What follows belongs to an exercise in optimizing a design on an open flow for small area, a short achievable clock period and few clock cycles per item; a production flow would make more cautious choices. At most, simulation tests tie the RTL to the original design; equivalence was not proved.

==> flow/design.v (excerpt) <==
module mult32x32_fast (
    input logic clk,
    input logic reset,
    input logic start,
    input logic [31:0] a,
    input logic [31:0] b,
    output logic busy,
    output logic [63:0] product
);
logic [47:0] H;
logic [15:0] L;
logic two;
wire go = start & ~busy;
wire [15:0] m = busy ? b[31:16] : b[15:0];
wire [31:0] acc = busy ? H[47:16] : 32'd0;
wire one0_0, two0_0;
menc ue0_0 (.b2(m[1]), .b1(m[0]), .b0(1'b0), .one(one0_0), .two(two0_0));
wire one0_1, two0_1;
menc ue0_1 (.b2(m[1]), .b1(m[0]), .b0(1'b0), .one(one0_1), .two(two0_1));
wire one0_2, two0_2;
menc ue0_2 (.b2(m[1]), .b1(m[0]), .b0(1'b0), .one(one0_2), .two(two0_2));
wire neg0 = m[1];
wire pp0_0;
mbpp upp0_0 (.one(one0_0), .two(two0_0), .neg(neg0), .aj(a[0]), .ajm(1'b0), .p(pp0_0));
wire pp0_1;
mbpp upp0_1 (.one(one0_0), .two(two0_0), .neg(neg0), .aj(a[1]), .ajm(a[0]), .p(pp0_1));
wire pp0_2;
  ...
Size in the first run: about 1,400 cells after synthesis, about 16,000 um^2 of cells after synthesis.
Settings: LEC_CHECK=0, CAP_MARGIN=20, CORE_MARGIN=2, CORE_UTILIZATION=40, SLEW_MARGIN=20, SYNTH_HIERARCHICAL=1, SYNTH_MINIMUM_KEEP_SIZE=0; clock period 10.0 ns.
standard.sh (not shown) runs the stock make flow with config.mk's settings and CLKGATE_MAP_FILE= SYNTH_SCRIPT=/design/flow/synth_recipe.tcl, a recipe that flattens the netlist after the stock synthesis.
==> flow/flow/run.sh <==
#!/bin/bash
set -euo pipefail
R=orfs/results/sky130hd/mult32x32_fast/base
export BUFFER_PORTS_ARGS="-buffer_cell sky130_fd_sc_hd__buf_2"
bash standard.sh synth > synth.log 2>&1
python3 flow/resize.py $R/1_2_yosys.v > resize.log 2>&1
touch $R/1_2_yosys.v
bash standard.sh > layout.log 2>&1
==> flow/flow/resize.py <==
#!/usr/bin/env python3
"""Change the drive strength of combinational cells in the synthesized netlist.
Only cell types listed in MAP are changed; each pair has the same function and pins."""
import re, sys
MAP = {
    "sky130_fd_sc_hd__a22oi_2": "sky130_fd_sc_hd__a22oi_1",
}
path = sys.argv[1]
text = open(path).read()
for old, new in MAP.items():
    n = len(re.findall(r"\b%s\b" % old, text))
    text = re.sub(r"\b%s\b" % old, new, text)
    print(f"{old} -> {new}: {n} instances")
open(path, "w").write(text)
The baseline passed the timing, design-rule and antenna checks.
Rerun with:
==> flow/run.sh (new file) <==
#!/bin/bash
# synth_recipe.tcl (not shown) runs the flow's synth.tcl, then flattens the netlist and writes it again
# the make line also repeats each setting of config.mk as NAME=value (left out here)
make -C /OpenROAD-flow-scripts/flow DESIGN_CONFIG=/design/flow/config.mk WORK_HOME=/design/flow/orfs CLKGATE_MAP_FILE= SYNTH_SCRIPT=/design/flow/synth_recipe.tcl finish
removed: flow/flow/run.sh
removed: flow/flow/resize.py
removed: flow/standard.sh
What happened: Routed wire length came out higher by 8.3%; worst setup slack got worse by 0.29 ns; non-clock buffer count rises by 68; core utilization grows by 2.4 points; fmax drops by 3.2%.
Function was not checked in any run of this note: the RTL went through the layout flow alone.

========
Another version of the RTL of mult32x32_fast (not shown whole).
For scale: about 1,500 cells after synthesis, roughly 130 I/O pins.
Settings: LEC_CHECK=0, CAP_MARGIN=20, CORE_MARGIN=2, CORE_UTILIZATION=40, SETUP_SLACK_MARGIN=3, SLEW_MARGIN=20, SYNTH_HIERARCHICAL=1, SYNTH_MINIMUM_KEEP_SIZE=0, TNS_END_PERCENT=0; clock period 10.0 ns.
run.sh (not shown) runs the stock make flow with config.mk's settings and CLKGATE_MAP_FILE= SYNTH_SCRIPT=/design/flow/synth_recipe.tcl, a recipe that flattens the netlist after the stock synthesis.
Stock flow here: none of the scripts above is used.
The starting point passed the timing, design-rule and antenna checks.
Testbench counts at the start, summed over its fixed seeds: cycles 4,794, items 3,200.
Edit:
--- a/flow/config.mk
+++ b/flow/config.mk
@@ -9,7 +9,5 @@
 export CORE_MARGIN = 2
 export CORE_UTILIZATION = 40
-export SETUP_SLACK_MARGIN = 3
 export SLEW_MARGIN = 20
 export SYNTH_HIERARCHICAL = 1
 export SYNTH_MINIMUM_KEEP_SIZE = 0
-export TNS_END_PERCENT = 0
Hold slack stays flat.
Cell area falls by 15%.
Edit:
--- a/flow/config.mk
+++ b/flow/config.mk
@@ -9,4 +9,5 @@
 export CORE_MARGIN = 2
 export CORE_UTILIZATION = 40
+export SETUP_SLACK_MARGIN = 3
 export SLEW_MARGIN = 20
 export SYNTH_HIERARCHICAL = 1
=> The changed run completed with no timing, DRC or antenna violations. Critical path depth grows by 1. Non-clock buffer count rose by 209. Synthesized area is unchanged. Wire length increases by about 18%. Register-to-register slack improves by 0.80 ns. Clock-buffer cell count stays the same. Die area stays the same.

========
Another version of the RTL of mult32x32_fast (not shown whole).
For scale: ~130 I/O pins.
Settings: LEC_CHECK=0, CAP_MARGIN=20, CORE_MARGIN=2, CORE_UTILIZATION=40, CTS_BUF_LIST=sky130_fd_sc_hd__clkbuf_4 sky130_fd_sc_hd__clkbuf_8, SETUP_SLACK_MARGIN=5.0, SLEW_MARGIN=20, SYNTH_HIERARCHICAL=1, SYNTH_MINIMUM_KEEP_SIZE=0, TNS_END_PERCENT=0; clock period 10.0 ns.
standard.sh (not shown) runs the stock make flow with config.mk's settings and CLKGATE_MAP_FILE= SYNTH_SCRIPT=/design/flow/synth_recipe.tcl, a recipe that flattens the netlist after the stock synthesis.
==> flow/flow/run.sh <==
#!/bin/bash
# Own layout flow: the standard synthesis and layout (standard.sh), with two changes:
#  - before floorplanning, every combinational cell of the synthesized netlist is set to
#    the smallest drive strength of its footprint (flow/resize.py); registers are untouched,
#    and the layout's repair steps size cells up again where needed;
#  - ports are buffered with buf_2 instead of the default port buffer.
# Each tool's output goes to a log file in this folder.
set -euo pipefail
R=orfs/results/sky130hd/mult32x32_fast/base
export BUFFER_PORTS_ARGS="-buffer_cell sky130_fd_sc_hd__buf_2"
export SKIP_INCREMENTAL_REPAIR=1
bash standard.sh synth > synth.log 2>&1
python3 flow/resize.py "$FLOW_HOME/platforms/sky130hd/lib/sky130_fd_sc_hd__tt_025C_1v80.lib" $R/1_2_yosys.v > resize.log 2>&1
touch $R/1_2_yosys.v
bash standard.sh > layout.log 2>&1
Other scripts of this flow, unchanged in this note and not shown: flow/flow/resize.py
Testbench counts at the start, summed over its fixed seeds: cycles 4,794, items 3,200.
Next try:
==> flow/flow/run.sh (replaced) <==
#!/bin/bash
# Own layout flow: the standard synthesis and layout (standard.sh), with these changes:
#  - before floorplanning, each combinational cell of the synthesized netlist gets the drive
#    strength its fanout calls for (flow/resize.py): the smallest variant of its footprint for
#    a small fanout, larger ones for large fanouts. Registers are untouched; the layout's repair
#    steps size cells again where slew, capacitance or timing need it;
#  - ports are buffered with buf_2 instead of the default port buffer;
#  - timing repair only sizes cells up and swaps pins (no buffering or cloning), and the
#    repair after global routing is skipped (the repair after clock tree synthesis remains).
# Each tool's output goes to a log file in this folder.
set -euo pipefail
R=orfs/results/sky130hd/mult32x32_fast/base
export BUFFER_PORTS_ARGS="-buffer_cell sky130_fd_sc_hd__buf_2"
export SKIP_INCREMENTAL_REPAIR=1
export SETUP_MOVE_SEQUENCE="sizeup,swap"
bash standard.sh synth > synth.log 2>&1
python3 flow/resize.py "$FLOW_HOME/platforms/sky130hd/lib/sky130_fd_sc_hd__tt_025C_1v80.lib" $R/1_2_yosys.v 4 8 > resize.log 2>&1
touch $R/1_2_yosys.v
bash standard.sh > layout.log 2>&1
Settings changed: SETUP_SLACK_MARGIN 5.0 to 4.8.
The new run went through all stages and came out clean.
Worst setup slack degrades by 0.24 ns.
Worst hold slack improves by 0.11 ns.
Non-clock buffer count goes down by 58.
Cell count goes down by 2.1%.
Next try:
==> flow/flow/run.sh (replaced) <==
#!/bin/bash
# Own layout flow: the standard synthesis and layout (standard.sh), with two changes:
#  - before floorplanning, every combinational cell of the synthesized netlist is set to
#    the smallest drive strength of its footprint (flow/resize.py); registers are untouched,
#    and the layout's repair steps size cells up again where needed;
#  - ports are buffered with buf_2 instead of the default port buffer.
# Each tool's output goes to a log file in this folder.
set -euo pipefail
R=orfs/results/sky130hd/mult32x32_fast/base
export BUFFER_PORTS_ARGS="-buffer_cell sky130_fd_sc_hd__buf_2"
export RECOVER_POWER=100
bash standard.sh synth > synth.log 2>&1
python3 flow/resize.py "$FLOW_HOME/platforms/sky130hd/lib/sky130_fd_sc_hd__tt_025C_1v80.lib" $R/1_2_yosys.v > resize.log 2>&1
touch $R/1_2_yosys.v
bash standard.sh > layout.log 2>&1
The new run finished but failed the layout checks on capacitance limit, slew limit; die area fell by a few percent; hold slack got worse by 0.11 ns; routed wire length rose slightly; first-iteration DRC count rose by a little under a tenth.

========
## wip/zinc
Another version of the RTL of mult32x32_fast (not shown whole).
Size: about 1,900 cells after synthesis, roughly 130 I/O pins.
==> flow/design.v (excerpt) <==
module mult32x32_fast (
    input logic clk,
    input logic reset,
    input logic start,
    input logic [31:0] a,
    input logic [31:0] b,
    output logic busy,
    output logic [63:0] product
);
clock: 10.0 ns
lec_check: 0
cap_margin: 20
core_margin: 2
core_utilization: 40
setup_slack_margin: 4.8
slew_margin: 20
synth_hierarchical: 1
synth_minimum_keep_size: 0
tns_end_percent: 0
==> flow/flow/run.sh <==
#!/bin/bash
# Own layout flow: the standard synthesis and layout (standard.sh), with two changes:
#  - before floorplanning, every combinational cell of the synthesized netlist is set to
#    the smallest drive strength of its footprint (flow/resize.py); registers are untouched,
#    and the layout's repair steps size cells up again where needed;
#  - ports are buffered with buf_2 instead of the default port buffer.
# Each tool's output goes to a log file in this folder.
set -euo pipefail
R=orfs/results/sky130hd/mult32x32_fast/base
export BUFFER_PORTS_ARGS="-buffer_cell sky130_fd_sc_hd__buf_2"
bash standard.sh synth > synth.log 2>&1
python3 flow/resize.py "$FLOW_HOME/platforms/sky130hd/lib/sky130_fd_sc_hd__tt_025C_1v80.lib" $R/1_2_yosys.v > resize.log 2>&1
touch $R/1_2_yosys.v
bash standard.sh > layout.log 2>&1
==> flow/flow/resize.py <==
#!/usr/bin/env python3
"""Size the combinational cells of the synthesized netlist by the fanout they drive:
each cell gets the variant of its footprint (same function and pins) whose drive suits its
fanout: the smallest for a fanout up to FO1, drive 2 up to FO2, else drive 4.
Flip-flops, latches and tie cells are left as synthesis made them. The layout's own repair
steps size cells again where slew, capacitance or timing need it.
usage: resize.py LIBERTY NETLIST [FO1 FO2]"""
import re, sys, collections
lib, path = sys.argv[1], sys.argv[2]
FO1 = int(sys.argv[3]) if len(sys.argv) > 3 else 5
FO2 = int(sys.argv[4]) if len(sys.argv) > 4 else 12
area, foot, seq, outs = {}, {}, set(), collections.defaultdict(set)
cur = None; pin = None
for line in open(lib):
    m = re.search(r'^\s*cell\s*\(\s*"?(sky130_fd_sc_hd__\w+)"?\s*\)', line)
    if m:
        cur = m.group(1); pin = None; continue
    if cur is None:
        continue
    m = re.search(r'^\s*area\s*:\s*([\d.]+)', line)
    if m: area[cur] = float(m.group(1))
    m = re.search(r'cell_footprint\s*:\s*"([^"]+)"', line)
    if m: foot[cur] = m.group(1)
    if re.search(r'^\s*(ff|latch|statetable)\s*\(', line): seq.add(cur)
    m = re.search(r'^\s*pin\s*\(\s*"?(\w+)"?\s*\)', line)
    if m: pin = m.group(1)
    if pin and re.search(r'direction\s*:\s*"?output', line): outs[cur].add(pin)
fam = collections.defaultdict(list)
for c, f in foot.items():
    if c in seq or "lpflow" in c or "probe" in c or c not in area:
        continue
    fam[f].append(c)
def strength(c):
    m = re.search(r'_(\d+)$', c)
    return int(m.group(1)) if m else 1
for f in fam:
    fam[f].sort(key=lambda c: (strength(c), area[c]))
text = open(path).read()
inst_re = re.compile(r'^(\s*)(sky130_fd_sc_hd__\w+)(\s+)(\S+)(\s*\((.*?)\);)', re.M | re.S)
insts = []
fanout = collections.Counter()
for m in inst_re.finditer(text):
    cell = m.group(2)
    conns = re.findall(r'\.(\w+)\(([^()]*)\)', m.group(6))
    o = [n.strip() for p, n in conns if p in outs.get(cell, ())]
    for p, n in conns:
        if p not in outs.get(cell, ()):
            fanout[n.strip()] += 1
    insts.append((m.start(2), m.end(2), cell, o))
out = []
last = 0
changes = collections.Counter()
for s, e, cell, o in insts:
    new = cell
    if cell not in seq and cell in foot and "conb" not in cell and foot[cell] in fam:
        fo = max([fanout[n] for n in o] + [0])
        want = 0 if fo <= FO1 else (2 if fo <= FO2 else 4)
        vs = fam[foot[cell]]
        ok = [v for v in vs if strength(v) >= want]
        new = ok[0] if ok else vs[-1]
        if want == 0:
            new = min(vs, key=lambda v: area[v])
    out.append(text[last:s]); out.append(new); last = e
    if new != cell: changes[(cell, new)] += 1
out.append(text[last:])
open(path, "w").write("".join(out))
for (a, b), n in sorted(changes.items()):
    print(f"{a} -> {b}: {n}")
Both conditions hold for wip/zinc: the flow ran to the end and the final layout passed the timing, design-rule and antenna checks.
Here is what was changed in the inputs of wip/delta compared with wip/zinc.
# wip/zinc
export LEC_CHECK = 0
export CAP_MARGIN = 20
export CORE_MARGIN = 2
export CORE_UTILIZATION = 40
export SETUP_SLACK_MARGIN = 4.8
export SLEW_MARGIN = 20
export SYNTH_HIERARCHICAL = 1
export SYNTH_MINIMUM_KEEP_SIZE = 0
export TNS_END_PERCENT = 0
create_clock -name core_clock -period 10.0 [get_ports {clk}]
# wip/delta
export LEC_CHECK = 0
export CAP_MARGIN = 20
export CORE_MARGIN = 2
export CORE_UTILIZATION = 40
export SETUP_SLACK_MARGIN = 4.0
export SLEW_MARGIN = 20
export SYNTH_HIERARCHICAL = 1
export SYNTH_MINIMUM_KEEP_SIZE = 0
export TNS_END_PERCENT = 0
create_clock -name core_clock -period 10.0 [get_ports {clk}]
--- a/flow/flow/resize.py
+++ b/flow/flow/resize.py
@@ -57,8 +57,7 @@
         want = 0 if fo <= FO1 else (2 if fo <= FO2 else 4)
         vs = fam[foot[cell]]
-        ok = [v for v in vs if strength(v) >= want]
-        new = ok[0] if ok else vs[-1]
-        if want == 0:
-            new = min(vs, key=lambda v: area[v])
+        ok = [v for v in vs if strength(v) >= want] or [vs[-1]]
+        # the smallest area that gives the drive; among equal areas the strongest
+        new = min(ok, key=lambda v: (area[v], -strength(v)))
     out.append(text[last:s]); out.append(new); last = e
     if new != cell: changes[(cell, new)] += 1
Taking wip/zinc as the reference point, the largest stage delay on the critical path of wip/delta rises by 0.17 ns.
Looking at minimum setup slack in the final design across wip/delta and wip/zinc, the one that comes out lower is wip/delta.
Compared with wip/zinc, wip/delta shows a lower share of cells above drive strength 1.
| post-route standard cell area excluding fillers | wip/delta vs wip/zinc | 6.6% lower |
Edits applied to the flow inputs when going from wip/delta to wip/raven:
--- a/flow/flow/resize.py
+++ b/flow/flow/resize.py
@@ -57,7 +57,8 @@
         want = 0 if fo <= FO1 else (2 if fo <= FO2 else 4)
         vs = fam[foot[cell]]
-        ok = [v for v in vs if strength(v) >= want] or [vs[-1]]
-        # the smallest area that gives the drive; among equal areas the strongest
-        new = min(ok, key=lambda v: (area[v], -strength(v)))
+        ok = [v for v in vs if strength(v) >= want]
+        new = ok[0] if ok else vs[-1]
+        if want == 0:
+            new = min(vs, key=lambda v: area[v])
     out.append(text[last:s]); out.append(new); last = e
     if new != cell: changes[(cell, new)] += 1
Notes after the runs:
- Result: PASS for each of wip/delta and wip/raven
- When wip/raven is measured against wip/delta, its number of global-route vias before repair turns out 144 lower.
- On sequential fraction of total cell area, wip/delta and wip/raven are basically level.
- wip/delta leaves more setup margin than wip/raven.
- Changes observed in wip/raven relative to wip/delta: clock latency of the later-clocked register in the worst-skew pair held steady, highest clock rate did not really move.
- wip/delta -> wip/raven: final period utilization flat
No run of this note included a check of the RTL's function; only the layout flow was run.

port drivers added, routing unchanged:
In the flow no input, the clock included, has a driving cell. The finished layouts below were timed again as built, in two steps. Step 1: set_driving_cell puts a clkbuf_16 on clk and a buf_2 on each other input, an assumption about the parent block. Step 2 moves the port delays by t, midway between the first and last clock arrival at a register: inputs arrive t later, outputs are due t later. That takes back most of the time a late clock gives input paths. Three values: ideal ports, drivers, drivers and shift; two values: the first two.
| run | t, ns | setup slack, ns | clock arrival spread, ns | cell pins on the clock port's net |
|---|---|---|---|---|
| the first run of note 1 | 0.378 | 1.187 / 1.205 / 0.827 | 0.010 / 0.011 | 1 |
| the second run of note 1 | 0.378 | 0.897 / 0.914 / 0.536 | 0.009 / 0.010 | 1 |
| the first run of note 2 | 0.389 | 2.476 / 2.493 / 2.104 | 0.014 / 0.014 | 1 |
| the second run of note 2 | 0.367 | 1.054 / 1.068 / 0.700 | 0.012 / 0.013 | 1 |
| the third run of note 2 | 0.383 | 2.514 / 2.528 / 2.145 | 0.016 / 0.016 | 1 |
| the first run of note 3 | 0.499 | 4.667 / 4.645 / 4.176 | 0.028 / 0.028 | 1 |
| the second run of note 3 | 0.493 | 4.431 / 4.432 / 3.957 | 0.028 / 0.028 | 1 |
| the third run of note 3 | 0.504 | 3.021 / 2.973 / 3.056 | 0.032 / 0.033 | 1 |
| wip/zinc | 0.485 | 4.649 / 4.677 / 4.192 | 0.020 / 0.020 | 1 |
| wip/delta | 0.476 | 4.175 / 4.183 / 3.716 | 0.017 / 0.017 | 1 |
| wip/raven | 0.478 | 4.160 / 4.132 / 3.774 | 0.021 / 0.022 | 1 |
For the first run of note 3, which loses most, drivers alone change the setup slack by -0.022 ns; drivers and shift together by -0.491 ns.
